Source: an optimization exercise on an open RTL-to-GDS flow (aim: small area). Production flows keep margins and buffers that such runs may drop. Only simulation tests tie the RTL to the original design; equivalence was not proved.

### design.v
module fft_compute_front (
  input  logic [15:0] x_N,
  input  logic [15:0] x_M,
  input  logic [15:0] w_N,
  output logic [31:0] xs
);
  wire [15:0] na, nb, nw;
  wire [7:0] none, ntwo, t2;
  wire [135:0] nbe;
  wire [135:0] sel;
  wire [15:0] npp8;
  genvar gi, gj;
  generate
    for (gi = 0; gi < 16; gi++) begin : g_inv
      bf_inv u_na (.a(x_N[gi]), .y(na[gi]));
      bf_inv u_nb (.a(x_M[gi]), .y(nb[gi]));
      bf_inv u_nw (.a(w_N[gi]), .y(nw[gi]));
      bf_nand2 u_pp8 (.a(x_M[15]), .b(w_N[gi]), .y(npp8[gi]));
    end
    for (gj = 0; gj < 8; gj++) begin : g_row
      if (gj == 0) begin : g_e0
        assign none[0] = nb[0];
        bf_xor2  u_t2 (.a(x_M[1]), .b(x_M[0]), .y(t2[0]));
        bf_nand2 u_n2 (.a(nb[0]), .b(t2[0]), .y(ntwo[0]));
      end else begin : g_enc
        bf_xnor2 u_n1 (.a(x_M[2*gj]), .b(x_M[2*gj-1]), .y(none[gj]));
        bf_xor2  u_t2 (.a(x_M[2*gj+1]), .b(x_M[2*gj]), .y(t2[gj]));
        bf_nand2 u_n2 (.a(none[gj]), .b(t2[gj]), .y(ntwo[gj]));
      end
      bf_nor2 u_s0 (.a(none[gj]), .b(nw[0]), .y(sel[17*gj]));
      for (gi = 1; gi < 16; gi++) begin : g_sel
        bf_o22ai u_s (.a1(none[gj]), .a2(nw[gi]), .b1(ntwo[gj]), .b2(nw[gi-1]), .y(sel[17*gj+gi]));
      end
      bf_nor2 u_s16 (.a(ntwo[gj]), .b(nw[15]), .y(sel[17*gj+16]));
      for (gi = 0; gi < 17; gi++) begin : g_e
        bf_xnor2 u_e (.a(sel[17*gj+gi]), .b(x_M[2*gj+1]), .y(nbe[17*gj+gi]));
      end
    end
  endgenerate
  wire n1, n2;
  bf_ha u2_1 (.a(na[14]), .b(nb[15]), .s(n1), .co(n2));
  wire n3;
  bf_xnor2 u3_3 (.a(x_N[15]), .b(nbe[15]), .y(n3));
  wire n4;
  bf_or2 u4_5 (.a(x_N[15]), .b(nbe[15]), .y(n4));
  wire n5, n6;
  bf_ha u6_7 (.a(npp8[0]), .b(nbe[16]), .s(n5), .co(n6));
  wire n7;
  bf_xnor2 u7_9 (.a(x_M[1]), .b(npp8[1]), .y(n7));
  wire n8;
  bf_or2 u8_11 (.a(x_M[1]), .b(npp8[1]), .y(n8));
  wire n9;
  bf_inv u9_13 (.a(npp8[2]), .y(n9));
  wire n10, n11;
  bf_ha u11_15 (.a(na[8]), .b(nb[9]), .s(n10), .co(n11));
  wire n12, n13;
  bf_ha u13_17 (.a(na[9]), .b(nbe[9]), .s(n12), .co(n13));
  wire n14, n15;
  bf_fa u15_19 (.a(na[10]), .b(nb[11]), .c(nbe[10]), .s(n14), .co(n15));
  wire n16, n17;
  bf_ha u17_21 (.a(nbe[25]), .b(nbe[40]), .s(n16), .co(n17));
  wire n18, n19;
  bf_fa u19_23 (.a(na[11]), .b(nbe[11]), .c(nbe[26]), .s(n18), .co(n19));
  wire n20, n21;
  bf_ha u21_25 (.a(nbe[41]), .b(nbe[56]), .s(n20), .co(n21));
  wire n22, n23;
  bf_fa u23_27 (.a(na[12]), .b(nb[13]), .c(nbe[12]), .s(n22), .co(n23));
  wire n24, n25;
  bf_fa u25_29 (.a(nbe[27]), .b(nbe[42]), .c(nbe[57]), .s(n24), .co(n25));
  wire n26, n27;
  bf_ha u27_31 (.a(nbe[72]), .b(nbe[87]), .s(n26), .co(n27));
  wire n28, n29;
  bf_fa u29_33 (.a(na[13]), .b(nbe[13]), .c(nbe[28]), .s(n28), .co(n29));
  wire n30, n31;
  bf_fa u31_35 (.a(nbe[43]), .b(nbe[58]), .c(nbe[73]), .s(n30), .co(n31));
  wire n32, n33;
  bf_ha u33_37 (.a(nbe[88]), .b(nbe[103]), .s(n32), .co(n33));
  wire n34, n35;
  bf_fa u35_39 (.a(n1), .b(nbe[14]), .c(nbe[29]), .s(n34), .co(n35));
  wire n36, n37;
  bf_fa u37_41 (.a(nbe[44]), .b(nbe[59]), .c(nbe[74]), .s(n36), .co(n37));
  wire n38, n39;
  bf_fa u39_43 (.a(nbe[89]), .b(nbe[104]), .c(nbe[119]), .s(n38), .co(n39));
  wire n40, n41;
  bf_fa u41_45 (.a(n2), .b(nbe[30]), .c(nbe[45]), .s(n40), .co(n41));
  wire n42, n43;
  bf_fa u43_47 (.a(nbe[60]), .b(nbe[75]), .c(nbe[90]), .s(n42), .co(n43));
  wire n44, n45;
  bf_fa u45_49 (.a(nbe[105]), .b(nbe[120]), .c(n3), .s(n44), .co(n45));
  wire n46, n47;
  bf_fa u47_51 (.a(nbe[31]), .b(nbe[46]), .c(nbe[61]), .s(n46), .co(n47));
  wire n48, n49;
  bf_fa u49_53 (.a(nbe[76]), .b(nbe[91]), .c(nbe[106]), .s(n48), .co(n49));
  wire n50, n51;
  bf_fa u51_55 (.a(nbe[121]), .b(n4), .c(n5), .s(n50), .co(n51));
  wire n52, n53;
  bf_fa u53_57 (.a(n7), .b(nbe[32]), .c(nbe[47]), .s(n52), .co(n53));
  wire n54, n55;
  bf_fa u55_59 (.a(nbe[62]), .b(nbe[77]), .c(nbe[92]), .s(n54), .co(n55));
  wire n56, n57;
  bf_fa u57_61 (.a(nbe[107]), .b(nbe[122]), .c(n6), .s(n56), .co(n57));
  wire n58, n59;
  bf_fa u59_63 (.a(n9), .b(n8), .c(nbe[33]), .s(n58), .co(n59));
  wire n60, n61;
  bf_fa u61_65 (.a(nbe[48]), .b(nbe[63]), .c(nbe[78]), .s(n60), .co(n61));
  wire n62, n63;
  bf_fa u63_67 (.a(nbe[93]), .b(nbe[108]), .c(nbe[123]), .s(n62), .co(n63));
  wire n64, n65;
  bf_fa u65_69 (.a(npp8[2]), .b(x_M[3]), .c(npp8[3]), .s(n64), .co(n65));
  wire n66, n67;
  bf_fa u67_71 (.a(nbe[49]), .b(nbe[64]), .c(nbe[79]), .s(n66), .co(n67));
  wire n68, n69;
  bf_fa u69_73 (.a(nbe[94]), .b(nbe[109]), .c(nbe[124]), .s(n68), .co(n69));
  wire n70;
  bf_xnor2 u70_75 (.a(npp8[4]), .b(nbe[50]), .y(n70));
  wire n71;
  bf_or2 u71_77 (.a(npp8[4]), .b(nbe[50]), .y(n71));
  wire n72, n73;
  bf_fa u73_79 (.a(nbe[65]), .b(nbe[80]), .c(nbe[95]), .s(n72), .co(n73));
  wire n74, n75;
  bf_ha u75_81 (.a(nbe[110]), .b(nbe[125]), .s(n74), .co(n75));
  wire n76, n77;
  bf_fa u77_83 (.a(x_M[5]), .b(npp8[5]), .c(nbe[66]), .s(n76), .co(n77));
  wire n78, n79;
  bf_fa u79_85 (.a(nbe[81]), .b(nbe[96]), .c(nbe[111]), .s(n78), .co(n79));
  wire n80;
  bf_xnor2 u80_87 (.a(npp8[6]), .b(nbe[67]), .y(n80));
  wire n81;
  bf_or2 u81_89 (.a(npp8[6]), .b(nbe[67]), .y(n81));
  wire n82, n83;
  bf_ha u83_91 (.a(nbe[82]), .b(nbe[97]), .s(n82), .co(n83));
  wire n84, n85;
  bf_fa u85_93 (.a(x_M[7]), .b(npp8[7]), .c(nbe[83]), .s(n84), .co(n85));
  wire n86;
  bf_inv u86_95 (.a(npp8[8]), .y(n86));
  wire n87, n88;
  bf_ha u88_97 (.a(na[4]), .b(nb[5]), .s(n87), .co(n88));
  wire n89, n90;
  bf_ha u90_99 (.a(na[5]), .b(nbe[5]), .s(n89), .co(n90));
  wire n91, n92;
  bf_fa u92_101 (.a(na[6]), .b(nb[7]), .c(nbe[6]), .s(n91), .co(n92));
  wire n93, n94;
  bf_ha u94_103 (.a(nbe[21]), .b(nbe[36]), .s(n93), .co(n94));
  wire n95, n96;
  bf_fa u96_105 (.a(na[7]), .b(nbe[7]), .c(nbe[22]), .s(n95), .co(n96));
  wire n97, n98;
  bf_ha u98_107 (.a(nbe[37]), .b(nbe[52]), .s(n97), .co(n98));
  wire n99, n100;
  bf_fa u100_109 (.a(n10), .b(nbe[8]), .c(nbe[23]), .s(n99), .co(n100));
  wire n101, n102;
  bf_fa u102_111 (.a(nbe[38]), .b(nbe[53]), .c(nbe[68]), .s(n101), .co(n102));
  wire n103, n104;
  bf_fa u104_113 (.a(n11), .b(nbe[24]), .c(nbe[39]), .s(n103), .co(n104));
  wire n105, n106;
  bf_fa u106_115 (.a(nbe[54]), .b(nbe[69]), .c(n12), .s(n105), .co(n106));
  wire n107, n108;
  bf_fa u108_117 (.a(nbe[55]), .b(nbe[70]), .c(nbe[85]), .s(n107), .co(n108));
  wire n109, n110;
  bf_fa u110_119 (.a(n13), .b(n16), .c(n14), .s(n109), .co(n110));
  wire n111, n112;
  bf_fa u112_121 (.a(nbe[71]), .b(nbe[86]), .c(n17), .s(n111), .co(n112));
  wire n113, n114;
  bf_fa u114_123 (.a(n20), .b(n15), .c(n18), .s(n113), .co(n114));
  wire n115, n116;
  bf_fa u116_125 (.a(nbe[102]), .b(n21), .c(n26), .s(n115), .co(n116));
  wire n117, n118;
  bf_fa u118_127 (.a(n19), .b(n22), .c(n24), .s(n117), .co(n118));
  wire n119, n120;
  bf_fa u120_129 (.a(n27), .b(n32), .c(n23), .s(n119), .co(n120));
  wire n121, n122;
  bf_fa u122_131 (.a(n25), .b(n28), .c(n30), .s(n121), .co(n122));
  wire n123, n124;
  bf_fa u124_133 (.a(n33), .b(n29), .c(n31), .s(n123), .co(n124));
  wire n125, n126;
  bf_fa u126_135 (.a(n34), .b(n36), .c(n38), .s(n125), .co(n126));
  wire n127, n128;
  bf_fa u128_137 (.a(n35), .b(n37), .c(n39), .s(n127), .co(n128));
  wire n129, n130;
  bf_fa u130_139 (.a(n40), .b(n42), .c(n44), .s(n129), .co(n130));
  wire n131, n132;
  bf_fa u132_141 (.a(n41), .b(n43), .c(n46), .s(n131), .co(n132));
  wire n133, n134;
  bf_fa u134_143 (.a(n48), .b(n45), .c(n50), .s(n133), .co(n134));
  wire n135, n136;
  bf_fa u136_145 (.a(n47), .b(n49), .c(n52), .s(n135), .co(n136));
  wire n137, n138;
  bf_fa u138_147 (.a(n54), .b(n51), .c(n56), .s(n137), .co(n138));
  wire n139, n140;
  bf_fa u140_149 (.a(n53), .b(n55), .c(n58), .s(n139), .co(n140));
  wire n141, n142;
  bf_fa u142_151 (.a(n60), .b(n62), .c(n57), .s(n141), .co(n142));
  wire n143, n144;
  bf_fa u144_153 (.a(n64), .b(n59), .c(n61), .s(n143), .co(n144));
  wire n145, n146;
  bf_fa u146_155 (.a(n63), .b(n66), .c(n68), .s(n145), .co(n146));
  wire n147, n148;
  bf_fa u148_157 (.a(n65), .b(n70), .c(n74), .s(n147), .co(n148));
  wire n149, n150;
  bf_fa u150_159 (.a(n67), .b(n69), .c(n72), .s(n149), .co(n150));
  wire n151, n152;
  bf_fa u152_161 (.a(nbe[126]), .b(n71), .c(n75), .s(n151), .co(n152));
  wire n153, n154;
  bf_fa u154_163 (.a(n73), .b(n76), .c(n78), .s(n153), .co(n154));
  wire n155, n156;
  bf_fa u156_165 (.a(nbe[112]), .b(nbe[127]), .c(n80), .s(n155), .co(n156));
  wire n157, n158;
  bf_fa u158_167 (.a(n82), .b(n77), .c(n79), .s(n157), .co(n158));
  wire n159, n160;
  bf_fa u160_169 (.a(nbe[98]), .b(nbe[113]), .c(nbe[128]), .s(n159), .co(n160));
  wire n161, n162;
  bf_fa u162_171 (.a(n81), .b(n83), .c(n84), .s(n161), .co(n162));
  wire n163, n164;
  bf_fa u164_173 (.a(n86), .b(nbe[84]), .c(nbe[99]), .s(n163), .co(n164));
  wire n165, n166;
  bf_fa u166_175 (.a(nbe[114]), .b(nbe[129]), .c(n85), .s(n165), .co(n166));
  wire n167, n168;
  bf_fa u168_177 (.a(npp8[8]), .b(x_M[9]), .c(npp8[9]), .s(n167), .co(n168));
  wire n169, n170;
  bf_fa u170_179 (.a(nbe[100]), .b(nbe[115]), .c(nbe[130]), .s(n169), .co(n170));
  wire n171;
  bf_xnor2 u171_181 (.a(npp8[10]), .b(nbe[101]), .y(n171));
  wire n172;
  bf_or2 u172_183 (.a(npp8[10]), .b(nbe[101]), .y(n172));
  wire n173, n174;
  bf_ha u174_185 (.a(nbe[116]), .b(nbe[131]), .s(n173), .co(n174));
  wire n175, n176;
  bf_fa u176_187 (.a(x_M[11]), .b(npp8[11]), .c(nbe[117]), .s(n175), .co(n176));
  wire n177;
  bf_inv u177_189 (.a(npp8[12]), .y(n177));
  wire n178, n179;
  bf_ha u179_191 (.a(na[2]), .b(nb[3]), .s(n178), .co(n179));
  wire n180, n181;
  bf_ha u181_193 (.a(na[3]), .b(nbe[3]), .s(n180), .co(n181));
  wire n182, n183;
  bf_fa u183_195 (.a(n87), .b(nbe[4]), .c(nbe[19]), .s(n182), .co(n183));
  wire n184, n185;
  bf_fa u185_197 (.a(n88), .b(nbe[20]), .c(nbe[35]), .s(n184), .co(n185));
  wire n186, n187;
  bf_fa u187_199 (.a(nbe[51]), .b(n90), .c(n93), .s(n186), .co(n187));
  wire n188, n189;
  bf_fa u189_201 (.a(n94), .b(n97), .c(n92), .s(n188), .co(n189));
  wire n190, n191;
  bf_fa u191_203 (.a(n98), .b(n96), .c(n99), .s(n190), .co(n191));
  wire n192, n193;
  bf_fa u193_205 (.a(n100), .b(n102), .c(n103), .s(n192), .co(n193));
  wire n194, n195;
  bf_fa u195_207 (.a(n104), .b(n107), .c(n106), .s(n194), .co(n195));
  wire n196, n197;
  bf_fa u197_209 (.a(n108), .b(n111), .c(n110), .s(n196), .co(n197));
  wire n198, n199;
  bf_fa u199_211 (.a(n112), .b(n115), .c(n114), .s(n198), .co(n199));
  wire n200, n201;
  bf_fa u201_213 (.a(n116), .b(n118), .c(n119), .s(n200), .co(n201));
  wire n202, n203;
  bf_fa u203_215 (.a(n120), .b(n122), .c(n123), .s(n202), .co(n203));
  wire n204, n205;
  bf_fa u205_217 (.a(n124), .b(n126), .c(n127), .s(n204), .co(n205));
  wire n206, n207;
  bf_fa u207_219 (.a(n128), .b(n131), .c(n130), .s(n206), .co(n207));
  wire n208, n209;
  bf_fa u209_221 (.a(n132), .b(n135), .c(n134), .s(n208), .co(n209));
  wire n210, n211;
  bf_fa u211_223 (.a(n136), .b(n139), .c(n138), .s(n210), .co(n211));
  wire n212, n213;
  bf_fa u213_225 (.a(n140), .b(n143), .c(n142), .s(n212), .co(n213));
  wire n214, n215;
  bf_fa u215_227 (.a(n147), .b(n144), .c(n146), .s(n214), .co(n215));
  wire n216, n217;
  bf_fa u217_229 (.a(n148), .b(n151), .c(n150), .s(n216), .co(n217));
  wire n218, n219;
  bf_fa u219_231 (.a(n152), .b(n155), .c(n154), .s(n218), .co(n219));
  wire n220, n221;
  bf_fa u221_233 (.a(n159), .b(n156), .c(n158), .s(n220), .co(n221));
  wire n222, n223;
  bf_fa u223_235 (.a(n160), .b(n163), .c(n162), .s(n222), .co(n223));
  wire n224, n225;
  bf_fa u225_237 (.a(n167), .b(n164), .c(n169), .s(n224), .co(n225));
  wire n226, n227;
  bf_fa u227_239 (.a(n168), .b(n171), .c(n173), .s(n226), .co(n227));
  wire n228, n229;
  bf_fa u229_241 (.a(nbe[132]), .b(n172), .c(n174), .s(n228), .co(n229));
  wire n230, n231;
  bf_fa u231_243 (.a(n177), .b(nbe[118]), .c(nbe[133]), .s(n230), .co(n231));
  wire n232, n233;
  bf_fa u233_245 (.a(npp8[12]), .b(x_M[13]), .c(npp8[13]), .s(n232), .co(n233));
  wire n234;
  bf_inv u234_247 (.a(npp8[14]), .y(n234));
  wire n235, n236;
  bf_ha u236_249 (.a(na[0]), .b(nb[1]), .s(n235), .co(n236));
  wire n237, n238;
  bf_ha u238_251 (.a(na[1]), .b(nbe[1]), .s(n237), .co(n238));
  wire n239, n240;
  bf_fa u240_253 (.a(n178), .b(nbe[2]), .c(nbe[17]), .s(n239), .co(n240));
  wire n241, n242;
  bf_fa u242_255 (.a(n179), .b(nbe[18]), .c(n180), .s(n241), .co(n242));
  wire n243, n244;
  bf_fa u244_257 (.a(nbe[34]), .b(n181), .c(n182), .s(n243), .co(n244));
  wire n245, n246;
  bf_fa u246_259 (.a(n89), .b(n183), .c(n184), .s(n245), .co(n246));
  wire n247, n248;
  bf_fa u248_261 (.a(n185), .b(n91), .c(n186), .s(n247), .co(n248));
  wire n249, n250;
  bf_fa u250_263 (.a(n95), .b(n187), .c(n188), .s(n249), .co(n250));
  wire n251, n252;
  bf_fa u252_265 (.a(n101), .b(n189), .c(n190), .s(n251), .co(n252));
  wire n253, n254;
  bf_fa u254_267 (.a(n105), .b(n191), .c(n192), .s(n253), .co(n254));
  wire n255, n256;
  bf_fa u256_269 (.a(n193), .b(n109), .c(n194), .s(n255), .co(n256));
  wire n257, n258;
  bf_fa u258_271 (.a(n113), .b(n195), .c(n196), .s(n257), .co(n258));
  wire n259, n260;
  bf_fa u260_273 (.a(n117), .b(n197), .c(n198), .s(n259), .co(n260));
  wire n261, n262;
  bf_fa u262_275 (.a(n121), .b(n199), .c(n200), .s(n261), .co(n262));
  wire n263, n264;
  bf_fa u264_277 (.a(n125), .b(n201), .c(n202), .s(n263), .co(n264));
  wire n265, n266;
  bf_fa u266_279 (.a(n129), .b(n203), .c(n204), .s(n265), .co(n266));
  wire n267, n268;
  bf_fa u268_281 (.a(n133), .b(n205), .c(n206), .s(n267), .co(n268));
  wire n269, n270;
  bf_fa u270_283 (.a(n137), .b(n207), .c(n208), .s(n269), .co(n270));
  wire n271, n272;
  bf_fa u272_285 (.a(n141), .b(n209), .c(n210), .s(n271), .co(n272));
  wire n273, n274;
  bf_fa u274_287 (.a(n145), .b(n211), .c(n212), .s(n273), .co(n274));
  wire n275, n276;
  bf_fa u276_289 (.a(n149), .b(n213), .c(n214), .s(n275), .co(n276));
  wire n277, n278;
  bf_fa u278_291 (.a(n153), .b(n215), .c(n216), .s(n277), .co(n278));
  wire n279, n280;
  bf_fa u280_293 (.a(n157), .b(n217), .c(n218), .s(n279), .co(n280));
  wire n281, n282;
  bf_fa u282_295 (.a(n161), .b(n219), .c(n220), .s(n281), .co(n282));
  wire n283, n284;
  bf_fa u284_297 (.a(n165), .b(n221), .c(n222), .s(n283), .co(n284));
  wire n285, n286;
  bf_fa u286_299 (.a(n166), .b(n224), .c(n223), .s(n285), .co(n286));
  wire n287, n288;
  bf_fa u288_301 (.a(n170), .b(n226), .c(n225), .s(n287), .co(n288));
  wire n289, n290;
  bf_fa u290_303 (.a(n175), .b(n227), .c(n228), .s(n289), .co(n290));
  wire n291, n292;
  bf_fa u292_305 (.a(n176), .b(n230), .c(n229), .s(n291), .co(n292));
  wire n293, n294;
  bf_fa u294_307 (.a(nbe[134]), .b(n232), .c(n231), .s(n293), .co(n294));
  wire n295, n296;
  bf_fa u296_309 (.a(n234), .b(n233), .c(nbe[135]), .s(n295), .co(n296));
  wire n297, n298;
  bf_fa u298_311 (.a(npp8[14]), .b(x_M[15]), .c(npp8[15]), .s(n297), .co(n298));
  wire n299, n300;
  bf_ha u300_313 (.a(n235), .b(nbe[0]), .s(n299), .co(n300));
  wire n301, n302;
  bf_fa u302_315 (.a(n236), .b(n300), .c(n237), .s(n301), .co(n302));
  wire n303, n304;
  bf_fa u304_317 (.a(n238), .b(n239), .c(n302), .s(n303), .co(n304));
  wire n305, n306;
  bf_fa u306_319 (.a(n240), .b(n241), .c(n304), .s(n305), .co(n306));
  wire n307, n308;
  bf_fa u308_321 (.a(n242), .b(n243), .c(n306), .s(n307), .co(n308));
  wire n309, n310;
  bf_fa u310_323 (.a(n244), .b(n245), .c(n308), .s(n309), .co(n310));
  wire n311, n312;
  bf_fa u312_325 (.a(n246), .b(n247), .c(n310), .s(n311), .co(n312));
  wire n313, n314;
  bf_fa u314_327 (.a(n248), .b(n249), .c(n312), .s(n313), .co(n314));
  wire n315, n316;
  bf_fa u316_329 (.a(n250), .b(n251), .c(n314), .s(n315), .co(n316));
  wire n317, n318;
  bf_fa u318_331 (.a(n252), .b(n253), .c(n316), .s(n317), .co(n318));
  wire n319, n320;
  bf_fa u320_333 (.a(n254), .b(n255), .c(n318), .s(n319), .co(n320));
  wire n321, n322;
  bf_fa u322_335 (.a(n256), .b(n257), .c(n320), .s(n321), .co(n322));
  wire n323, n324;
  bf_ha u324_337 (.a(n258), .b(n259), .s(n323), .co(n324));
  wire n325, n326;
  bf_ha u326_339 (.a(n260), .b(n261), .s(n325), .co(n326));
  wire n327, n328;
  bf_ha u328_341 (.a(n262), .b(n263), .s(n327), .co(n328));
  wire n329, n330;
  bf_ha u330_343 (.a(n264), .b(n265), .s(n329), .co(n330));
  wire n331, n332;
  bf_ha u332_345 (.a(n266), .b(n267), .s(n331), .co(n332));
  wire n333, n334;
  bf_ha u334_347 (.a(n268), .b(n269), .s(n333), .co(n334));
  wire n335, n336;
  bf_ha u336_349 (.a(n270), .b(n271), .s(n335), .co(n336));
  wire n337, n338;
  bf_ha u338_351 (.a(n272), .b(n273), .s(n337), .co(n338));
  wire n339, n340;
  bf_ha u340_353 (.a(n274), .b(n275), .s(n339), .co(n340));
  wire n341, n342;
  bf_ha u342_355 (.a(n276), .b(n277), .s(n341), .co(n342));
  wire n343, n344;
  bf_ha u344_357 (.a(n278), .b(n279), .s(n343), .co(n344));
  wire n345, n346;
  bf_ha u346_359 (.a(n280), .b(n281), .s(n345), .co(n346));
  wire n347, n348;
  bf_ha u348_361 (.a(n282), .b(n283), .s(n347), .co(n348));
  wire n349, n350;
  bf_ha u350_363 (.a(n284), .b(n285), .s(n349), .co(n350));
  wire n351, n352;
  bf_ha u352_365 (.a(n286), .b(n287), .s(n351), .co(n352));
  wire n353, n354;
  bf_ha u354_367 (.a(n288), .b(n289), .s(n353), .co(n354));
  wire n355, n356;
  bf_ha u356_369 (.a(n290), .b(n291), .s(n355), .co(n356));
  wire n357, n358;
  bf_ha u358_371 (.a(n292), .b(n293), .s(n357), .co(n358));
  wire n359, n360;
  bf_ha u360_373 (.a(n294), .b(n295), .s(n359), .co(n360));
  wire n361, n362;
  bf_ha u362_375 (.a(n296), .b(n297), .s(n361), .co(n362));
  wire n363;
  bf_a21oi u363_377 (.a1(n323), .a2(n322), .b1(n324), .y(n363));
  wire n364;
  bf_inv u364_379 (.a(n363), .y(n364));
  wire n365;
  bf_a21oi u365_381 (.a1(n325), .a2(n364), .b1(n326), .y(n365));
  wire n366;
  bf_nand2 u366_383 (.a(n325), .b(n323), .y(n366));
  wire n367;
  bf_a21oi u367_385 (.a1(n329), .a2(n328), .b1(n330), .y(n367));
  wire n368;
  bf_nand2 u368_387 (.a(n329), .b(n327), .y(n368));
  wire n369;
  bf_a21oi u369_389 (.a1(n333), .a2(n332), .b1(n334), .y(n369));
  wire n370;
  bf_nand2 u370_391 (.a(n333), .b(n331), .y(n370));
  wire n371;
  bf_a21oi u371_393 (.a1(n337), .a2(n336), .b1(n338), .y(n371));
  wire n372;
  bf_nand2 u372_395 (.a(n337), .b(n335), .y(n372));
  wire n373;
  bf_a21oi u373_397 (.a1(n341), .a2(n340), .b1(n342), .y(n373));
  wire n374;
  bf_nand2 u374_399 (.a(n341), .b(n339), .y(n374));
  wire n375;
  bf_a21oi u375_401 (.a1(n345), .a2(n344), .b1(n346), .y(n375));
  wire n376;
  bf_nand2 u376_403 (.a(n345), .b(n343), .y(n376));
  wire n377;
  bf_a21oi u377_405 (.a1(n349), .a2(n348), .b1(n350), .y(n377));
  wire n378;
  bf_nand2 u378_407 (.a(n349), .b(n347), .y(n378));
  wire n379;
  bf_a21oi u379_409 (.a1(n353), .a2(n352), .b1(n354), .y(n379));
  wire n380;
  bf_nand2 u380_411 (.a(n353), .b(n351), .y(n380));
  wire n381;
  bf_a21oi u381_413 (.a1(n357), .a2(n356), .b1(n358), .y(n381));
  wire n382;
  bf_nand2 u382_415 (.a(n357), .b(n355), .y(n382));
  wire n383;
  bf_a21oi u383_417 (.a1(n361), .a2(n360), .b1(n362), .y(n383));
  wire n384;
  bf_nand2 u384_419 (.a(n361), .b(n359), .y(n384));
  wire n385;
  bf_o21ai u385_421 (.a1(n368), .a2(n365), .b1(n367), .y(n385));
  wire n386;
  bf_nor2 u386_423 (.a(n368), .b(n366), .y(n386));
  wire n387;
  bf_o21ai u387_425 (.a1(n372), .a2(n369), .b1(n371), .y(n387));
  wire n388;
  bf_nor2 u388_427 (.a(n372), .b(n370), .y(n388));
  wire n389;
  bf_o21ai u389_429 (.a1(n376), .a2(n373), .b1(n375), .y(n389));
  wire n390;
  bf_nor2 u390_431 (.a(n376), .b(n374), .y(n390));
  wire n391;
  bf_o21ai u391_433 (.a1(n380), .a2(n377), .b1(n379), .y(n391));
  wire n392;
  bf_nor2 u392_435 (.a(n380), .b(n378), .y(n392));
  wire n393;
  bf_o21ai u393_437 (.a1(n384), .a2(n381), .b1(n383), .y(n393));
  wire n394;
  bf_nor2 u394_439 (.a(n384), .b(n382), .y(n394));
  wire n395;
  bf_a21oi u395_441 (.a1(n388), .a2(n385), .b1(n387), .y(n395));
  wire n396;
  bf_nand2 u396_443 (.a(n388), .b(n386), .y(n396));
  wire n397;
  bf_a21oi u397_445 (.a1(n392), .a2(n389), .b1(n391), .y(n397));
  wire n398;
  bf_nand2 u398_447 (.a(n392), .b(n390), .y(n398));
  wire n399;
  bf_o21ai u399_449 (.a1(n398), .a2(n395), .b1(n397), .y(n399));
  wire n400;
  bf_nor2 u400_451 (.a(n398), .b(n396), .y(n400));
  wire n401;
  bf_inv u401_453 (.a(n395), .y(n401));
  wire n402;
  bf_a21oi u402_455 (.a1(n390), .a2(n401), .b1(n389), .y(n402));
  wire n403;
  bf_inv u403_457 (.a(n396), .y(n403));
  wire n404;
  bf_nand2 u404_459 (.a(n390), .b(n403), .y(n404));
  wire n405;
  bf_a21oi u405_461 (.a1(n394), .a2(n399), .b1(n393), .y(n405));
  wire n406;
  bf_nand2 u406_463 (.a(n394), .b(n400), .y(n406));
  wire n407;
  bf_inv u407_465 (.a(n385), .y(n407));
  wire n408;
  bf_o21ai u408_467 (.a1(n370), .a2(n407), .b1(n369), .y(n408));
  wire n409;
  bf_inv u409_469 (.a(n370), .y(n409));
  wire n410;
  bf_nand2 u410_471 (.a(n409), .b(n386), .y(n410));
  wire n411;
  bf_o21ai u411_473 (.a1(n374), .a2(n395), .b1(n373), .y(n411));
  wire n412;
  bf_nor2 u412_475 (.a(n374), .b(n396), .y(n412));
  wire n413;
  bf_o21ai u413_477 (.a1(n378), .a2(n402), .b1(n377), .y(n413));
  wire n414;
  bf_nor2 u414_479 (.a(n378), .b(n404), .y(n414));
  wire n415;
  bf_inv u415_481 (.a(n399), .y(n415));
  wire n416;
  bf_o21ai u416_483 (.a1(n382), .a2(n415), .b1(n381), .y(n416));
  wire n417;
  bf_inv u417_485 (.a(n382), .y(n417));
  wire n418;
  bf_nand2 u418_487 (.a(n417), .b(n400), .y(n418));
  wire n419;
  bf_inv u419_489 (.a(n365), .y(n419));
  wire n420;
  bf_a21oi u420_491 (.a1(n327), .a2(n419), .b1(n328), .y(n420));
  wire n421;
  bf_inv u421_493 (.a(n366), .y(n421));
  wire n422;
  bf_nand2 u422_495 (.a(n327), .b(n421), .y(n422));
  wire n423;
  bf_a21oi u423_497 (.a1(n331), .a2(n385), .b1(n332), .y(n423));
  wire n424;
  bf_nand2 u424_499 (.a(n331), .b(n386), .y(n424));
  wire n425;
  bf_a21oi u425_501 (.a1(n335), .a2(n408), .b1(n336), .y(n425));
  wire n426;
  bf_inv u426_503 (.a(n410), .y(n426));
  wire n427;
  bf_nand2 u427_505 (.a(n335), .b(n426), .y(n427));
  wire n428;
  bf_inv u428_507 (.a(n395), .y(n428));
  wire n429;
  bf_a21oi u429_509 (.a1(n339), .a2(n428), .b1(n340), .y(n429));
  wire n430;
  bf_inv u430_511 (.a(n396), .y(n430));
  wire n431;
  bf_nand2 u431_513 (.a(n339), .b(n430), .y(n431));
  wire n432;
  bf_a21oi u432_515 (.a1(n343), .a2(n411), .b1(n344), .y(n432));
  wire n433;
  bf_nand2 u433_517 (.a(n343), .b(n412), .y(n433));
  wire n434;
  bf_inv u434_519 (.a(n402), .y(n434));
  wire n435;
  bf_a21oi u435_521 (.a1(n347), .a2(n434), .b1(n348), .y(n435));
  wire n436;
  bf_inv u436_523 (.a(n404), .y(n436));
  wire n437;
  bf_nand2 u437_525 (.a(n347), .b(n436), .y(n437));
  wire n438;
  bf_a21oi u438_527 (.a1(n351), .a2(n413), .b1(n352), .y(n438));
  wire n439;
  bf_nand2 u439_529 (.a(n351), .b(n414), .y(n439));
  wire n440;
  bf_a21oi u440_531 (.a1(n355), .a2(n399), .b1(n356), .y(n440));
  wire n441;
  bf_nand2 u441_533 (.a(n355), .b(n400), .y(n441));
  wire n442;
  bf_a21oi u442_535 (.a1(n359), .a2(n416), .b1(n360), .y(n442));
  wire n443;
  bf_inv u443_537 (.a(n418), .y(n443));
  wire n444;
  bf_nand2 u444_539 (.a(n359), .b(n443), .y(n444));
  wire n445;
  bf_xor2 u445_541 (.a(n323), .b(n322), .y(n445));
  wire n446;
  bf_xnor2 u446_543 (.a(n325), .b(n363), .y(n446));
  wire n447;
  bf_xnor2 u447_545 (.a(n327), .b(n365), .y(n447));
  wire n448;
  bf_xnor2 u448_547 (.a(n329), .b(n420), .y(n448));
  wire n449;
  bf_xor2 u449_549 (.a(n331), .b(n385), .y(n449));
  wire n450;
  bf_xnor2 u450_551 (.a(n333), .b(n423), .y(n450));
  wire n451;
  bf_xor2 u451_553 (.a(n335), .b(n408), .y(n451));
  wire n452;
  bf_xnor2 u452_555 (.a(n337), .b(n425), .y(n452));
  wire n453;
  bf_xnor2 u453_557 (.a(n339), .b(n395), .y(n453));
  wire n454;
  bf_xnor2 u454_559 (.a(n341), .b(n429), .y(n454));
  wire n455;
  bf_xor2 u455_561 (.a(n343), .b(n411), .y(n455));
  wire n456;
  bf_xnor2 u456_563 (.a(n345), .b(n432), .y(n456));
  wire n457;
  bf_xnor2 u457_565 (.a(n347), .b(n402), .y(n457));
  wire n458;
  bf_xnor2 u458_567 (.a(n349), .b(n435), .y(n458));
  wire n459;
  bf_xor2 u459_569 (.a(n351), .b(n413), .y(n459));
  wire n460;
  bf_xnor2 u460_571 (.a(n353), .b(n438), .y(n460));
  wire n461;
  bf_xor2 u461_573 (.a(n355), .b(n399), .y(n461));
  wire n462;
  bf_xnor2 u462_575 (.a(n357), .b(n440), .y(n462));
  wire n463;
  bf_xor2 u463_577 (.a(n359), .b(n416), .y(n463));
  wire n464;
  bf_xnor2 u464_579 (.a(n361), .b(n442), .y(n464));
  assign xs = {n464, n463, n462, n461, n460, n459, n458, n457, n456, n455, n454, n453, n452, n451, n450, n449, n448, n447, n446, n445, n321, n319, n317, n315, n313, n311, n309, n307, n305, n303, n301, n299};
endmodule
module fft_compute_back (
  input  logic [31:0] xs,
  input  logic [15:0] x_N,
  output logic [15:0] y_N,
  output logic [15:0] y_M
);
  wire [16:0] c;
  wire [31:0] d;
  assign c[1] = xs[0];
  bf_inv u_d0 (.a(xs[0]), .y(d[0]));
  genvar k;
  generate
    for (k = 1; k < 16; k++) begin : g_lo
      bf_fa u_fa (.a(x_N[k-1]), .b(xs[k]), .c(c[k]), .s(d[k]), .co(c[k+1]));
    end
  endgenerate
  bf_incdec u_hi (.x(xs[31:16]), .c16(c[16]), .a15(x_N[15]), .y(d[31:16]));
  assign y_N = xs[31:16] ^ xs[15:0];
  assign y_M = d[31:16] ^ d[15:0];
endmodule
module bf_incdec (
  input  logic [15:0] x,
  input  logic        c16,
  input  logic        a15,
  output logic [15:0] y
);
  wire nc16, inc, ndec, f0;
  wire [15:0] p1, np0, flip;
  bf_inv   u_nc (.a(c16), .y(nc16));
  bf_nor2  u_inc (.a(nc16), .b(a15), .y(inc));
  bf_nand2 u_dec (.a(a15), .b(nc16), .y(ndec));
  bf_xor2  u_f0 (.a(c16), .b(a15), .y(f0));
  bf_xor2  u_y0 (.a(x[0]), .b(f0), .y(y[0]));
  assign p1[1] = x[0];
  assign np0[1] = x[0];
  genvar k;
  generate
    for (k = 2; k < 16; k++) begin : g_p
      bf_and2 u_p1 (.a(p1[k-1]), .b(x[k-1]), .y(p1[k]));
      bf_or2  u_p0 (.a(np0[k-1]), .b(x[k-1]), .y(np0[k]));
    end
    for (k = 1; k < 16; k++) begin : g_y
      bf_a2bb2o u_f (.a1_n(np0[k]), .a2_n(ndec), .b1(inc), .b2(p1[k]), .x(flip[k]));
      bf_xor2   u_y (.a(x[k]), .b(flip[k]), .y(y[k]));
    end
  endgenerate
endmodule
module bf_a21oi (
  input  logic a1,
  input  logic a2,
  input  logic b1,
  output logic y
);
  assign y = ~((a1 & a2) | b1);
endmodule
module bf_a2bb2o (
  input  logic a1_n,
  input  logic a2_n,
  input  logic b1,
  input  logic b2,
  output logic x
);
  assign x = (~a1_n & ~a2_n) | (b1 & b2);
endmodule
module bf_and2 (
  input  logic a,
  input  logic b,
  output logic y
);
  assign y = a & b;
endmodule
module bf_fa (
  input  logic a,
  input  logic b,
  input  logic c,
  output logic s,
  output logic co
);
  assign s  = a ^ b ^ c;
  assign co = (a & b) | (a & c) | (b & c);
endmodule
module bf_ha (
  input  logic a,
  input  logic b,
  output logic s,
  output logic co
);
  assign s  = a ^ b;
  assign co = a & b;
endmodule
module bf_inv (
  input  logic a,
  output logic y
);
  assign y = ~a;
endmodule
module bf_nand2 (
  input  logic a,
  input  logic b,
  output logic y
);
  assign y = ~(a & b);
endmodule
module bf_nor2 (
  input  logic a,
  input  logic b,
  output logic y
);
  assign y = ~(a | b);
endmodule
module bf_o21ai (
  input  logic a1,
  input  logic a2,
  input  logic b1,
  output logic y
);
  assign y = ~((a1 | a2) & b1);
endmodule
module bf_o22ai (
  input  logic a1,
  input  logic a2,
  input  logic b1,
  input  logic b2,
  output logic y
);
  assign y = ~((a1 | a2) & (b1 | b2));
endmodule
module bf_or2 (
  input  logic a,
  input  logic b,
  output logic y
);
  assign y = a | b;
endmodule
module bf_xnor2 (
  input  logic a,
  input  logic b,
  output logic y
);
  assign y = ~(a ^ b);
endmodule
module bf_xor2 (
  input  logic a,
  input  logic b,
  output logic y
);
  assign y = a ^ b;
endmodule
module fft_stage_front #(
  parameter STAGE = 1
) (
  input  logic [127:0] x_N,
  input  logic [63:0]  w_N,
  output logic [127:0] xs_N,    
  output logic [63:0]  a_N      
);
  localparam H = 2**(STAGE-1);
  genvar g, i;
  generate
    for (g = 0; g < 4/H; g++) begin : grp
      for (i = 0; i < H; i++) begin : bf
        localparam N = H*g + i;
        localparam A = 2*H*g + i;
        assign a_N[16*N +: 16] = x_N[16*A +: 16];
        fft_compute_front u (
          .x_N (x_N[16*A +: 16]),
          .x_M (x_N[16*(A+H) +: 16]),
          .w_N (w_N[16*N +: 16]),
          .xs  (xs_N[32*N +: 32])
        );
      end
    end
  endgenerate
endmodule
module fft_stage_back #(
  parameter STAGE = 1
) (
  input  logic [127:0] xs_N,
  input  logic [63:0]  a_N,
  output logic [127:0] y_N
);
  localparam H = 2**(STAGE-1);
  genvar g, i;
  generate
    for (g = 0; g < 4/H; g++) begin : grp
      for (i = 0; i < H; i++) begin : bf
        localparam N = H*g + i;
        localparam A = 2*H*g + i;
        fft_compute_back u (
          .xs  (xs_N[32*N +: 32]),
          .x_N (a_N[16*N +: 16]),
          .y_N (y_N[16*A +: 16]),
          .y_M (y_N[16*(A+H) +: 16])
        );
      end
    end
  endgenerate
endmodule
module fft8_top (
  input  logic         clk,
  input  logic [127:0] x_flat,
  input  logic [191:0] w_flat,
  output logic [127:0] y_flat
);
  logic [127:0] f0_x, f1_x, f2_x;    
  logic [63:0]  f0_a, f1_a, f2_a;    
  logic [127:0] b0_y, b1_y, b2_y;    
  logic [127:0] r1x, r3x, r5x;
  logic [63:0]  r1a, r3a, r5a;
  logic [127:0] r2, r4, r6;
  fft_stage_front #(1) sf0 (.x_N(x_flat), .w_N(w_flat[  0 +: 64]), .xs_N(f0_x), .a_N(f0_a));
  fft_stage_back  #(1) sb0 (.xs_N(r1x), .a_N(r1a), .y_N(b0_y));
  fft_stage_front #(2) sf1 (.x_N(r2),     .w_N(w_flat[ 64 +: 64]), .xs_N(f1_x), .a_N(f1_a));
  fft_stage_back  #(2) sb1 (.xs_N(r3x), .a_N(r3a), .y_N(b1_y));
  fft_stage_front #(3) sf2 (.x_N(r4),     .w_N(w_flat[128 +: 64]), .xs_N(f2_x), .a_N(f2_a));
  fft_stage_back  #(3) sb2 (.xs_N(r5x), .a_N(r5a), .y_N(b2_y));
  always_ff @(posedge clk) begin
    r1x <= f0_x;
    r1a <= f0_a;
    r2  <= b0_y;
    r3x <= f1_x;
    r3a <= f1_a;
    r4  <= b1_y;
    r5x <= f2_x;
    r5a <= f2_a;
    r6  <= b2_y;
  end
  assign y_flat = r6;
endmodule
### standard.sh
#!/bin/bash
# synth_recipe.tcl (not shown) runs the flow's synth.tcl, then flattens the netlist and writes it again
# the make line also repeats each setting of config.mk as NAME=value (left out here)
make -C /OpenROAD-flow-scripts/flow DESIGN_CONFIG=/design/flow/config.mk WORK_HOME=/design/flow/orfs CLKGATE_MAP_FILE= SYNTH_SCRIPT=/design/flow/synth_recipe.tcl "${@:-finish}"
### constraint.sdc
create_clock -name core_clock -period 10.0 [get_ports {clk}]
set_input_delay 2.0000 -clock core_clock [delete_from_list [all_inputs] [get_ports {clk}]]
set_output_delay 2.0000 -clock core_clock [all_outputs]
set_load 0.01 [all_outputs]
### config.mk
export PLATFORM = sky130hd
export DESIGN_NAME = fft8_top
export DESIGN_NICKNAME = fft8_top
export VERILOG_FILES = /design/flow/design.v
export SDC_FILE = /design/flow/constraint.sdc
export NUM_CORES = 4
export LEC_CHECK = 0
export ABC_AREA = 0
export CAP_MARGIN = 20
export CORE_MARGIN = 2
export CORE_UTILIZATION = 60
export GPL_TIMING_DRIVEN = 0
export PLACE_DENSITY = 0.7
export SLEW_MARGIN = 20
export SYNTH_HIERARCHICAL = 1
export SYNTH_MINIMUM_KEEP_SIZE = 0
### flow/run.sh
#!/bin/bash
# Own layout flow: the standard flow (standard.sh, with its synthesis unchanged) with
# - the port buffers made of the smallest buffer cell (buf_1),
# - clock tree synthesis without dummy loads.
# If the routed layout still has an antenna violation, the layout (not the synthesis) is
# made again with a slightly different placement density.
# Each tool's output goes to a log file of its own in this folder.
set -uo pipefail
bash standard.sh synth > synth.log 2>&1 || exit 1
export BUFFER_PORTS_ARGS="-buffer_cell sky130_fd_sc_hd__buf_1"
export REMOVE_ABC_BUFFERS=1
export CTS_ARGS="-sink_clustering_enable -repair_clock_nets -dont_use_dummy_load -buf_list {sky130_fd_sc_hd__clkbuf_4 sky130_fd_sc_hd__clkbuf_8}"
RES=orfs/results/${FLOW_PLATFORM}/fft8_top/base
for addon in "" 0.12 0.2; do
  tag=${addon:-0}
  if [[ -n "$addon" ]]; then
    export PLACE_DENSITY_LB_ADDON=$addon
    # keep the synthesis, redo everything from the floorplan on
    find "$RES" -maxdepth 1 -type f ! -name '1_*' -delete
    rm -f out/final.def
  fi
  bash standard.sh finish > layout_$tag.log 2>&1 || continue
  printf 'read_db %s\nputs "ANTENNAS [check_antennas]"\n' "$RES/6_final.odb" > ant_$tag.tcl
  openroad -no_init -exit ant_$tag.tcl > antenna_$tag.log 2>&1
  if grep -q "^ANTENNAS 0$" antenna_$tag.log; then exit 0; fi
done
exit 0
==> summary.txt, run 1 <==
CTS H-tree depth 4; TritonCTS clock tree yes; Sinks on Clock Net 960; Worst R2R Start r4[112]$_DFF_P_; drt wl/cell 24.43 um; dpl ws -0.3554 ns; Met2 Wirelength about 140,000 um; chip width 433.8 um; synth top area cells fa_1 (32%), dfxtp_1 (17%), xnor2_1 (15%), o22ai_1 (8.1%), xor2_1 (6.1%); clock latency (worst-skew pair) 0.94 ns; TritonRoute pass-1 iters 6; Post-synth EDFFs 0; hpwl dp 237,800 um; top cells by count, synth xnor2_1 (1,932), fa_1 (1,788), o22ai_1 (1,440); drt initial violations roughly 7,600; DR DRC count 0; run status timing/DRC/antenna clean; Post-Layout Cell Count 12,813; GRT Resource Usage Total 0.3316; critical path type in2reg; placed inst area 113,300 um^2; max-cap violation count 0; Mapped Avg Cell Area ~11 um^2; Synth async-reset ratio 0; via count 79,710; Initial Util 0.6048; met3 wire length 32,430 um; Slew Limit Fails 0; Hold WS around 0.32 ns; Slew @ Worst Pin 0.9920 ns; Fillers 14,866; Cell Count Post-Placement roughly 13,000; num rows 157; Die Y between 400 and 500 um; first-pass GRT wire length 484,000 um; grt ovf 0; Via density 6.221; layout cells sized above 1 0.08701; Setup crit end r1x[123]$_DFF_P_; Final Cycle Share 0.9772; Root Buffer clkbuf_8; max layer used met5; vias in the first global route about 85,000; Final nets 12,900; CP max FO 22; Worst setup SP type input port; post-synthesis cell count 10,176; Detailed Route WL 313,000 um; post-CTS resize count 0; reg-to-reg slack, setup 1.20 ns; Yosys reg bits between 900 and 1,000; Critical Path End Type register; IO Count 449; leading register cell type out of synthesis dfxtp_1; CTS Hold Bufs 0; Hold Fails Final Rpt 0; Worst EP required 10.72 ns; fmax approximately 100 MHz; Die ar. 188,200 um^2; FF-to-FF End r5x[123]$_DFF_P_; distinct cell type count after synthesis 15; buffer count from post-CTS setup fixing 0; area share of the largest cell type after synthesis 0.3229; relative slew slack 0.3354; WL met1 121,400 um; core box area 183,300 um^2; initial antenna violation count 65; ANT nets after route 0; Layout area overhead 4.367%; Syn Std Cell Area 110,900 um^2; placer congestion estimate 0.9673; min Tclk post-route 9.772 ns; clock buffer depth 3; RSZ-0062 raised after global routing no; Worst Skew just over 0.08 ns; Yosys top cell by area fa_1; crit path DAT 10.49 ns; largest net degree at the start of global routing 32; cts bufs inserted roughly 160; Critical path origin x_flat[113]; final setup fails 0; Design Area, Final 115,700 um^2; worst r2r path cells 26; top-count cell post-synth xnor2_1; IO Port Bufs between 400 and 500; Final WS setup 0.2275 ns; worst min-delay path startpoint r4[58]$_DFF_P_; sequential fraction of the synthesis area 0.1734; Yosys Warn Count 7; worst min path class reg2reg; Worst-path clk slew 0.06 ns
-- critical path, cell delays in order --
cell     delay, ns
buf_2         0.34
xnor2_2       0.71
nand2_1       0.78
o22ai_1       0.37
xnor2_1       0.19
fa_1          0.47
fa_1          0.47
fa_1          0.44
fa_1          0.41
fa_1          0.41
fa_1          0.40
fa_1          0.40
fa_1          0.40
fa_1          0.40
fa_1          0.44
a21oi_2       0.18
inv_1         0.07
a21oi_2       0.19
o21ai_1       0.25
a21oi_2       0.36
inv_1         0.09
a21oi_2       0.20
o21ai_1       0.14
a21oi_2       0.15
xnor2_1       0.21
-- layer usage --
| metal | track usage | up-vias |
|---|---|---|
| met5 | 0 | - |
| met4 | 0.1585 | 8 |
| met3 | 0.07823 | 1008 |
| met2 | 0.5246 | 4996 |
| met1 | 0.4297 | 39730 |
| li1 | - | 33968 |
-- logic make-up after synthesis --
family | after synthesis | synth area share
xor gates and xnor gates | 2700 | 0.2133
adders and majority gates | 2268 | 0.3771
AOI/OAI and AO/OA | 1992 | 0.1314
buffers and inverters | 1212 | 0.06054
and+or+nand+nor | 1044 | 0.04429
DFF | 960 | 0.1734
-- layout by cell type, fill, tap and decap left out, drive strengths merged --
cell	instances
a21oi	264
o22ai	1440
dfxtp	960
xnor2	1932
buf	546
fa	1788
or2	228
o21ai	108
xor2	768
diode	40
and2	168
inv	636
nand2	408
clkbuf	163
o2bb2ai	180
ha	480
nor2	240
-- area by class of cell --
cell class                      count  area, um^2  area share
Timing Repair Buffer              546        2998     0.02591
Tap cell                         2464        3083     0.02665
Antenna cell                       40       100.1   0.0008652
Clock buffer                      163        2243     0.01939
Sequential cell                   960       19300      0.1668
Multi-Input combinational cell   8004       85580      0.7397
Inverter                          636        2387     0.02063
-- modules after synthesis, one instance, submodules excluded, a selection --
module,cells inside,area (um^2),flops+latches,copies in the design
bf_nand2,1,3.754,0,408
bf_a2bb2o,1,15.01,0,180
bf_or2,1,6.256,0,228
bf_nor2,1,3.754,0,240
bf_inv,1,3.754,0,636
bf_xnor2,1,8.758,0,1932
bf_fa,1,20.02,0,1788
fft8_top,960,19220,960,1
-- metrics by stage --
stage	TNS, ns	util
3_3_place_gp	-85.57	0.6072
4_1_cts	0	0.6307
2_1_floorplan	0	-
3_5_place_dp	-5.192	0.6185
6_report	0	0.6312
5_1_grt	0	0.6311
-- worst min path at each step --
stage	end	slack (ns)	cells past startpoint
global route	r5a[58]$_DFF_P_	0.32	0
CTS	r5a[58]$_DFF_P_	0.31	0
global placement	r5a[35]$_DFF_P_	0.34	0
detailed placement	r5a[19]$_DFF_P_	0.34	0
finish	r5a[58]$_DFF_P_	0.32	0
floorplan	r3a[0]$_DFF_P_	0.33	0
-- registers in the layout, summed over array words and instances (netlist names), 128 cells and up --
name  flops
r1x     128
r2      128
r3x     128
r4      128
r5x     128
r6      128
==> run 2: changes to the inputs <==
--- a/design.v
+++ b/design.v
@@ -372,7 +372,7 @@
   wire n319, n320;
   bf_fa u320_333 (.a(n254), .b(n255), .c(n318), .s(n319), .co(n320));
   wire n321, n322;
-  bf_fa u322_335 (.a(n256), .b(n257), .c(n320), .s(n321), .co(n322));
+  bf_ha u322_335 (.a(n256), .b(n257), .s(n321), .co(n322));
   wire n323, n324;
   bf_ha u324_337 (.a(n258), .b(n259), .s(n323), .co(n324));
   wire n325, n326;
@@ -414,49 +414,49 @@
   wire n361, n362;
   bf_ha u362_375 (.a(n296), .b(n297), .s(n361), .co(n362));
   wire n363;
-  bf_a21oi u363_377 (.a1(n323), .a2(n322), .b1(n324), .y(n363));
+  bf_a21oi u363_377 (.a1(n321), .a2(n320), .b1(n322), .y(n363));
   wire n364;
   bf_inv u364_379 (.a(n363), .y(n364));
   wire n365;
-  bf_a21oi u365_381 (.a1(n325), .a2(n364), .b1(n326), .y(n365));
+  bf_a21oi u365_381 (.a1(n323), .a2(n364), .b1(n324), .y(n365));
   wire n366;
-  bf_nand2 u366_383 (.a(n325), .b(n323), .y(n366));
+  bf_nand2 u366_383 (.a(n323), .b(n321), .y(n366));
   wire n367;
-  bf_a21oi u367_385 (.a1(n329), .a2(n328), .b1(n330), .y(n367));
+  bf_a21oi u367_385 (.a1(n327), .a2(n326), .b1(n328), .y(n367));
   wire n368;
-  bf_nand2 u368_387 (.a(n329), .b(n327), .y(n368));
+  bf_nand2 u368_387 (.a(n327), .b(n325), .y(n368));
   wire n369;
-  bf_a21oi u369_389 (.a1(n333), .a2(n332), .b1(n334), .y(n369));
+  bf_a21oi u369_389 (.a1(n331), .a2(n330), .b1(n332), .y(n369));
   wire n370;
-  bf_nand2 u370_391 (.a(n333), .b(n331), .y(n370));
+  bf_nand2 u370_391 (.a(n331), .b(n329), .y(n370));
   wire n371;
-  bf_a21oi u371_393 (.a1(n337), .a2(n336), .b1(n338), .y(n371));
+  bf_a21oi u371_393 (.a1(n335), .a2(n334), .b1(n336), .y(n371));
   wire n372;
-  bf_nand2 u372_395 (.a(n337), .b(n335), .y(n372));
+  bf_nand2 u372_395 (.a(n335), .b(n333), .y(n372));
   wire n373;
-  bf_a21oi u373_397 (.a1(n341), .a2(n340), .b1(n342), .y(n373));
+  bf_a21oi u373_397 (.a1(n339), .a2(n338), .b1(n340), .y(n373));
   wire n374;
-  bf_nand2 u374_399 (.a(n341), .b(n339), .y(n374));
+  bf_nand2 u374_399 (.a(n339), .b(n337), .y(n374));
   wire n375;
-  bf_a21oi u375_401 (.a1(n345), .a2(n344), .b1(n346), .y(n375));
+  bf_a21oi u375_401 (.a1(n343), .a2(n342), .b1(n344), .y(n375));
   wire n376;
-  bf_nand2 u376_403 (.a(n345), .b(n343), .y(n376));
+  bf_nand2 u376_403 (.a(n343), .b(n341), .y(n376));
   wire n377;
-  bf_a21oi u377_405 (.a1(n349), .a2(n348), .b1(n350), .y(n377));
+  bf_a21oi u377_405 (.a1(n347), .a2(n346), .b1(n348), .y(n377));
   wire n378;
-  bf_nand2 u378_407 (.a(n349), .b(n347), .y(n378));
+  bf_nand2 u378_407 (.a(n347), .b(n345), .y(n378));
   wire n379;
-  bf_a21oi u379_409 (.a1(n353), .a2(n352), .b1(n354), .y(n379));
+  bf_a21oi u379_409 (.a1(n351), .a2(n350), .b1(n352), .y(n379));
   wire n380;
-  bf_nand2 u380_411 (.a(n353), .b(n351), .y(n380));
+  bf_nand2 u380_411 (.a(n351), .b(n349), .y(n380));
   wire n381;
-  bf_a21oi u381_413 (.a1(n357), .a2(n356), .b1(n358), .y(n381));
+  bf_a21oi u381_413 (.a1(n355), .a2(n354), .b1(n356), .y(n381));
   wire n382;
-  bf_nand2 u382_415 (.a(n357), .b(n355), .y(n382));
+  bf_nand2 u382_415 (.a(n355), .b(n353), .y(n382));
   wire n383;
-  bf_a21oi u383_417 (.a1(n361), .a2(n360), .b1(n362), .y(n383));
+  bf_a21oi u383_417 (.a1(n359), .a2(n358), .b1(n360), .y(n383));
   wire n384;
-  bf_nand2 u384_419 (.a(n361), .b(n359), .y(n384));
+  bf_nand2 u384_419 (.a(n359), .b(n357), .y(n384));
   wire n385;
   bf_o21ai u385_421 (.a1(n368), .a2(n365), .b1(n367), .y(n385));
   wire n386;
@@ -528,96 +528,106 @@
   wire n419;
   bf_inv u419_489 (.a(n365), .y(n419));
   wire n420;
-  bf_a21oi u420_491 (.a1(n327), .a2(n419), .b1(n328), .y(n420));
+  bf_a21oi u420_491 (.a1(n325), .a2(n419), .b1(n326), .y(n420));
   wire n421;
   bf_inv u421_493 (.a(n366), .y(n421));
   wire n422;
-  bf_nand2 u422_495 (.a(n327), .b(n421), .y(n422));
+  bf_nand2 u422_495 (.a(n325), .b(n421), .y(n422));
   wire n423;
-  bf_a21oi u423_497 (.a1(n331), .a2(n385), .b1(n332), .y(n423));
+  bf_a21oi u423_497 (.a1(n329), .a2(n385), .b1(n330), .y(n423));
   wire n424;
-  bf_nand2 u424_499 (.a(n331), .b(n386), .y(n424));
+  bf_nand2 u424_499 (.a(n329), .b(n386), .y(n424));
   wire n425;
-  bf_a21oi u425_501 (.a1(n335), .a2(n408), .b1(n336), .y(n425));
+  bf_a21oi u425_501 (.a1(n333), .a2(n408), .b1(n334), .y(n425));
   wire n426;
   bf_inv u426_503 (.a(n410), .y(n426));
   wire n427;
-  bf_nand2 u427_505 (.a(n335), .b(n426), .y(n427));
+  bf_nand2 u427_505 (.a(n333), .b(n426), .y(n427));
   wire n428;
   bf_inv u428_507 (.a(n395), .y(n428));
   wire n429;
-  bf_a21oi u429_509 (.a1(n339), .a2(n428), .b1(n340), .y(n429));
+  bf_a21oi u429_509 (.a1(n337), .a2(n428), .b1(n338), .y(n429));
   wire n430;
   bf_inv u430_511 (.a(n396), .y(n430));
   wire n431;
-  bf_nand2 u431_513 (.a(n339), .b(n430), .y(n431));
+  bf_nand2 u431_513 (.a(n337), .b(n430), .y(n431));
   wire n432;
-  bf_a21oi u432_515 (.a1(n343), .a2(n411), .b1(n344), .y(n432));
+  bf_a21oi u432_515 (.a1(n341), .a2(n411), .b1(n342), .y(n432));
   wire n433;
-  bf_nand2 u433_517 (.a(n343), .b(n412), .y(n433));
+  bf_nand2 u433_517 (.a(n341), .b(n412), .y(n433));
   wire n434;
   bf_inv u434_519 (.a(n402), .y(n434));
   wire n435;
-  bf_a21oi u435_521 (.a1(n347), .a2(n434), .b1(n348), .y(n435));
+  bf_a21oi u435_521 (.a1(n345), .a2(n434), .b1(n346), .y(n435));
   wire n436;
   bf_inv u436_523 (.a(n404), .y(n436));
   wire n437;
-  bf_nand2 u437_525 (.a(n347), .b(n436), .y(n437));
+  bf_nand2 u437_525 (.a(n345), .b(n436), .y(n437));
   wire n438;
-  bf_a21oi u438_527 (.a1(n351), .a2(n413), .b1(n352), .y(n438));
+  bf_a21oi u438_527 (.a1(n349), .a2(n413), .b1(n350), .y(n438));
   wire n439;
-  bf_nand2 u439_529 (.a(n351), .b(n414), .y(n439));
+  bf_nand2 u439_529 (.a(n349), .b(n414), .y(n439));
   wire n440;
-  bf_a21oi u440_531 (.a1(n355), .a2(n399), .b1(n356), .y(n440));
+  bf_a21oi u440_531 (.a1(n353), .a2(n399), .b1(n354), .y(n440));
   wire n441;
-  bf_nand2 u441_533 (.a(n355), .b(n400), .y(n441));
+  bf_nand2 u441_533 (.a(n353), .b(n400), .y(n441));
   wire n442;
-  bf_a21oi u442_535 (.a1(n359), .a2(n416), .b1(n360), .y(n442));
+  bf_a21oi u442_535 (.a1(n357), .a2(n416), .b1(n358), .y(n442));
   wire n443;
   bf_inv u443_537 (.a(n418), .y(n443));
   wire n444;
-  bf_nand2 u444_539 (.a(n359), .b(n443), .y(n444));
+  bf_nand2 u444_539 (.a(n357), .b(n443), .y(n444));
   wire n445;
-  bf_xor2 u445_541 (.a(n323), .b(n322), .y(n445));
+  bf_inv u445_541 (.a(n405), .y(n445));
   wire n446;
-  bf_xnor2 u446_543 (.a(n325), .b(n363), .y(n446));
+  bf_a21oi u446_543 (.a1(n361), .a2(n445), .b1(n362), .y(n446));
   wire n447;
-  bf_xnor2 u447_545 (.a(n327), .b(n365), .y(n447));
+  bf_inv u447_545 (.a(n406), .y(n447));
   wire n448;
-  bf_xnor2 u448_547 (.a(n329), .b(n420), .y(n448));
+  bf_nand2 u448_547 (.a(n361), .b(n447), .y(n448));
   wire n449;
-  bf_xor2 u449_549 (.a(n331), .b(n385), .y(n449));
+  bf_xor2 u449_549 (.a(n321), .b(n320), .y(n449));
   wire n450;
-  bf_xnor2 u450_551 (.a(n333), .b(n423), .y(n450));
+  bf_xnor2 u450_551 (.a(n323), .b(n363), .y(n450));
   wire n451;
-  bf_xor2 u451_553 (.a(n335), .b(n408), .y(n451));
+  bf_xnor2 u451_553 (.a(n325), .b(n365), .y(n451));
   wire n452;
-  bf_xnor2 u452_555 (.a(n337), .b(n425), .y(n452));
+  bf_xnor2 u452_555 (.a(n327), .b(n420), .y(n452));
   wire n453;
-  bf_xnor2 u453_557 (.a(n339), .b(n395), .y(n453));
+  bf_xor2 u453_557 (.a(n329), .b(n385), .y(n453));
   wire n454;
-  bf_xnor2 u454_559 (.a(n341), .b(n429), .y(n454));
+  bf_xnor2 u454_559 (.a(n331), .b(n423), .y(n454));
   wire n455;
-  bf_xor2 u455_561 (.a(n343), .b(n411), .y(n455));
+  bf_xor2 u455_561 (.a(n333), .b(n408), .y(n455));
   wire n456;
-  bf_xnor2 u456_563 (.a(n345), .b(n432), .y(n456));
+  bf_xnor2 u456_563 (.a(n335), .b(n425), .y(n456));
   wire n457;
-  bf_xnor2 u457_565 (.a(n347), .b(n402), .y(n457));
+  bf_xnor2 u457_565 (.a(n337), .b(n395), .y(n457));
   wire n458;
-  bf_xnor2 u458_567 (.a(n349), .b(n435), .y(n458));
+  bf_xnor2 u458_567 (.a(n339), .b(n429), .y(n458));
   wire n459;
-  bf_xor2 u459_569 (.a(n351), .b(n413), .y(n459));
+  bf_xor2 u459_569 (.a(n341), .b(n411), .y(n459));
   wire n460;
-  bf_xnor2 u460_571 (.a(n353), .b(n438), .y(n460));
+  bf_xnor2 u460_571 (.a(n343), .b(n432), .y(n460));
   wire n461;
-  bf_xor2 u461_573 (.a(n355), .b(n399), .y(n461));
+  bf_xnor2 u461_573 (.a(n345), .b(n402), .y(n461));
   wire n462;
-  bf_xnor2 u462_575 (.a(n357), .b(n440), .y(n462));
+  bf_xnor2 u462_575 (.a(n347), .b(n435), .y(n462));
   wire n463;
-  bf_xor2 u463_577 (.a(n359), .b(n416), .y(n463));
+  bf_xor2 u463_577 (.a(n349), .b(n413), .y(n463));
   wire n464;
-  bf_xnor2 u464_579 (.a(n361), .b(n442), .y(n464));
-  assign xs = {n464, n463, n462, n461, n460, n459, n458, n457, n456, n455, n454, n453, n452, n451, n450, n449, n448, n447, n446, n445, n321, n319, n317, n315, n313, n311, n309, n307, n305, n303, n301, n299};
+  bf_xnor2 u464_579 (.a(n351), .b(n438), .y(n464));
+  wire n465;
+  bf_xor2 u465_581 (.a(n353), .b(n399), .y(n465));
+  wire n466;
+  bf_xnor2 u466_583 (.a(n355), .b(n440), .y(n466));
+  wire n467;
+  bf_xor2 u467_585 (.a(n357), .b(n416), .y(n467));
+  wire n468;
+  bf_xnor2 u468_587 (.a(n359), .b(n442), .y(n468));
+  wire n469;
+  bf_xnor2 u469_589 (.a(n361), .b(n405), .y(n469));
+  assign xs = {n469, n468, n467, n466, n465, n464, n463, n462, n461, n460, n459, n458, n457, n456, n455, n454, n453, n452, n451, n450, n449, n319, n317, n315, n313, n311, n309, n307, n305, n303, n301, n299};
 endmodule
 module fft_compute_back (
   input  logic [31:0] xs,
==> run 2 against run 1 <==
Effect of this change:
- maximum frequency up 4.9%
- clock skew down 0.0045 ns
- via count about the same
- cell count up 0.69%
- global-route usage up 0.068 points
- still clean on timing, DRC and antenna
- synthesized cell count up 0.71%
==> summary.txt, run 2 <==
Initial Util 0.6017; Slew @ Worst Pin 1.017 ns; Worst Skew 0.07784 ns; Synth async-reset ratio 0; buffer count from post-CTS setup fixing 0; placer congestion estimate 0.9566; CP max FO 22; Final nets 12,969; critical path type in2reg; Post-Layout Cell Count approximately 13,000; grt ovf 0; Yosys top cell by area fa_1; Hold WS approximately 0.34 ns; DR DRC count 0; CTS H-tree depth 4; top-count cell post-synth xnor2_1; CP max-delay cell xnor2_2; clock latency (worst-skew pair) 0.91 ns; clock buffer depth 3; final setup fails 0; Hold Fails Final Rpt 0; Worst setup SP type input port; IO Port Bufs 448; via count 79,665; CP most frequent cell fa_1; min Tclk post-route 9.312 ns; drt initial violations 7,461; Yosys reg bits 960; largest net degree at the start of global routing 33; run status timing/DRC/antenna clean; Cell Count Post-Placement 12,700; Worst-path clk slew ~0.06 ns; Worst R2R Start r4[112]$_DFF_P_; drt wl/cell 24.39 um; Detailed Route WL roughly 310,000 um; RSZ-0062 raised after global routing no; Critical path origin x_flat[17]; layout cells sized above 1 0.08846; IO Count between 400 and 500; Mapped Avg Cell Area between 10 and 15 um^2; max-cap violation count 0; fmax 107.4 MHz; Die ar. between 150,000 and 200,000 um^2; cts bufs inserted 158; synth top area cells fa_1 (32%), dfxtp_1 (17%), xnor2_1 (15%), o22ai_1 (8.1%), xor2_1 (6.0%); relative slew slack 0.3185; commonest non-fill, non-tap cell in the layout xnor2_1; Syn Std Cell Area 111,200 um^2
run 2: changes by cell type in the layout (fill, tap and decap cells not counted):
cell / change
o21ai_1: +12
nor2_1: +12
nand2_1: +12
diode_2: +3
buf_16: -3
xnor2_1: +12
ha_1: +12
a21oi_2: +24
buf_8: +2
buf_12: +3
fa_1: -12
clkbuf_8: -5
run 2: logic make-up (layout without fill, tap and decap cells):
kind of cell / after synthesis / count (layout) / share of synthesized area
flops: 960 / 960 / 0.1728
fa+ha+maj: 2268 / 2268 / 0.3750
other cells: 0 / 43 / 0
simple gates: 1068 / 1068 / 0.04495
buf+inv: 1212 / 1342 / 0.06034
xor+xnor: 2712 / 2712 / 0.2136
compound gates: 2028 / 2028 / 0.1334
run 2: layout make-up:
class | count | area (um^2) | share of cell area
Clock buffer | 158 | 2175 | 0.01874
Timing Repair Buffer | 548 | 3005 | 0.02590
Sequential cell | 960 | 19300 | 0.1663
Inverter | 636 | 2387 | 0.02057
Multi-Input combinational cell | 8076 | 85960 | 0.7408
Tap cell | 2480 | 3103 | 0.02674
Antenna cell | 43 | 107.6 | 0.0009273
run 2: final timing paths:
| check | to | slack [ns] | cells past startpoint |
|---|---|---|---|
| worst max register to register | r5x[122]$_DFF_P_ | 1.59 | 25 |
| worst max-delay path | r1x[25]$_DFF_P_ | 0.69 | 23 |
| worst min-delay path | r5a[62]$_DFF_P_ | 0.34 | 0 |
| worst min register to register | r5a[62]$_DFF_P_ | 0.34 | 0 |
run 2: through the flow:
step / area, um^2 / setup WS (ns) / util / setup TNS (ns)
2_1_floorplan: 106900 / 1.341 / - / 0
3_3_place_gp: 111700 / -1.141 / 0.6042 / -48.91
3_5_place_dp: 113800 / 0.02931 / 0.6154 / 0
4_1_cts: 115900 / 1.002 / 0.6272 / 0
5_1_grt: 116000 / 0.4235 / 0.6277 / 0
6_report: 116000 / 0.6879 / 0.6278 / 0
run 2: Yosys stat by module (local to each module, per instance), excerpt:
| module | cells inside | area, um^2 |
|---|---|---|
| bf_ha | 1 | 12.51 |
| bf_or2 | 1 | 6.256 |
| fft_compute_front | 32 | 240.2 |
| bf_xor2 | 1 | 8.758 |
| bf_a21oi | 1 | 8.758 |
| bf_and2 | 1 | 6.256 |
| bf_nor2 | 1 | 3.754 |
| fft_compute_back | 32 | 280.3 |
| bf_fa | 1 | 20.02 |
| fft8_top | 960 | 19220 |
| bf_inv | 1 | 3.754 |
| bf_xnor2 | 1 | 8.758 |
| bf_o21ai | 1 | 5.005 |
| bf_o22ai | 1 | 6.256 |
| bf_a2bb2o | 1 | 15.01 |
run 2: per-layer routing:
layer | track usage | part of all wire | up-vias
met5 | 0 | 0.00038 | -
met4 | 0.1524 | 0.048 | 18
met3 | 0.08054 | 0.10 | 987
met2 | 0.5299 | 0.46 | 4806
met1 | 0.4284 | 0.39 | 39604
li1 | - | - | 34250
run 2: critical path, delay by kind of cell:
kind	cells	cell delay (ns)
adders and majority gates	9	3.72
and+or+nand+nor	1	0.62
buffers and inverters	3	0.49
xor gates and xnor gates	3	1.49
AOI/OAI and AO/OA	7	1.70

## re-timing with driven ports
No port has a modelled driver above. Below, the same layouts with a new extraction and two added sets of constraints. Step 1 assumes that a clkbuf_16 drives the clock port and a buf_2 every other input. Step 2 also shifts input and output timing later by t, the mid clock arrival at the registers, as if the neighbouring blocks saw the same clock. Slacks: ideal / step 1 / step 2; pairs: ideal / step 1.
run | t, ns | setup slack, ns | worst setup path at the end | slew at the worst register clock pin (ns)
run 1 | 0.970 | 0.228 / 0.291 / -0.679 | input to register | 0.08 / 0.08
run 2 | 0.964 | 0.688 / 0.753 / -0.211 | input to register | 0.07 / 0.07
With both steps, setup timing fails in run 1 and run 2, where it was met with ideal ports. For run 1, which loses most, drivers alone change the setup slack by +0.063 ns; drivers and shift together by -0.907 ns.
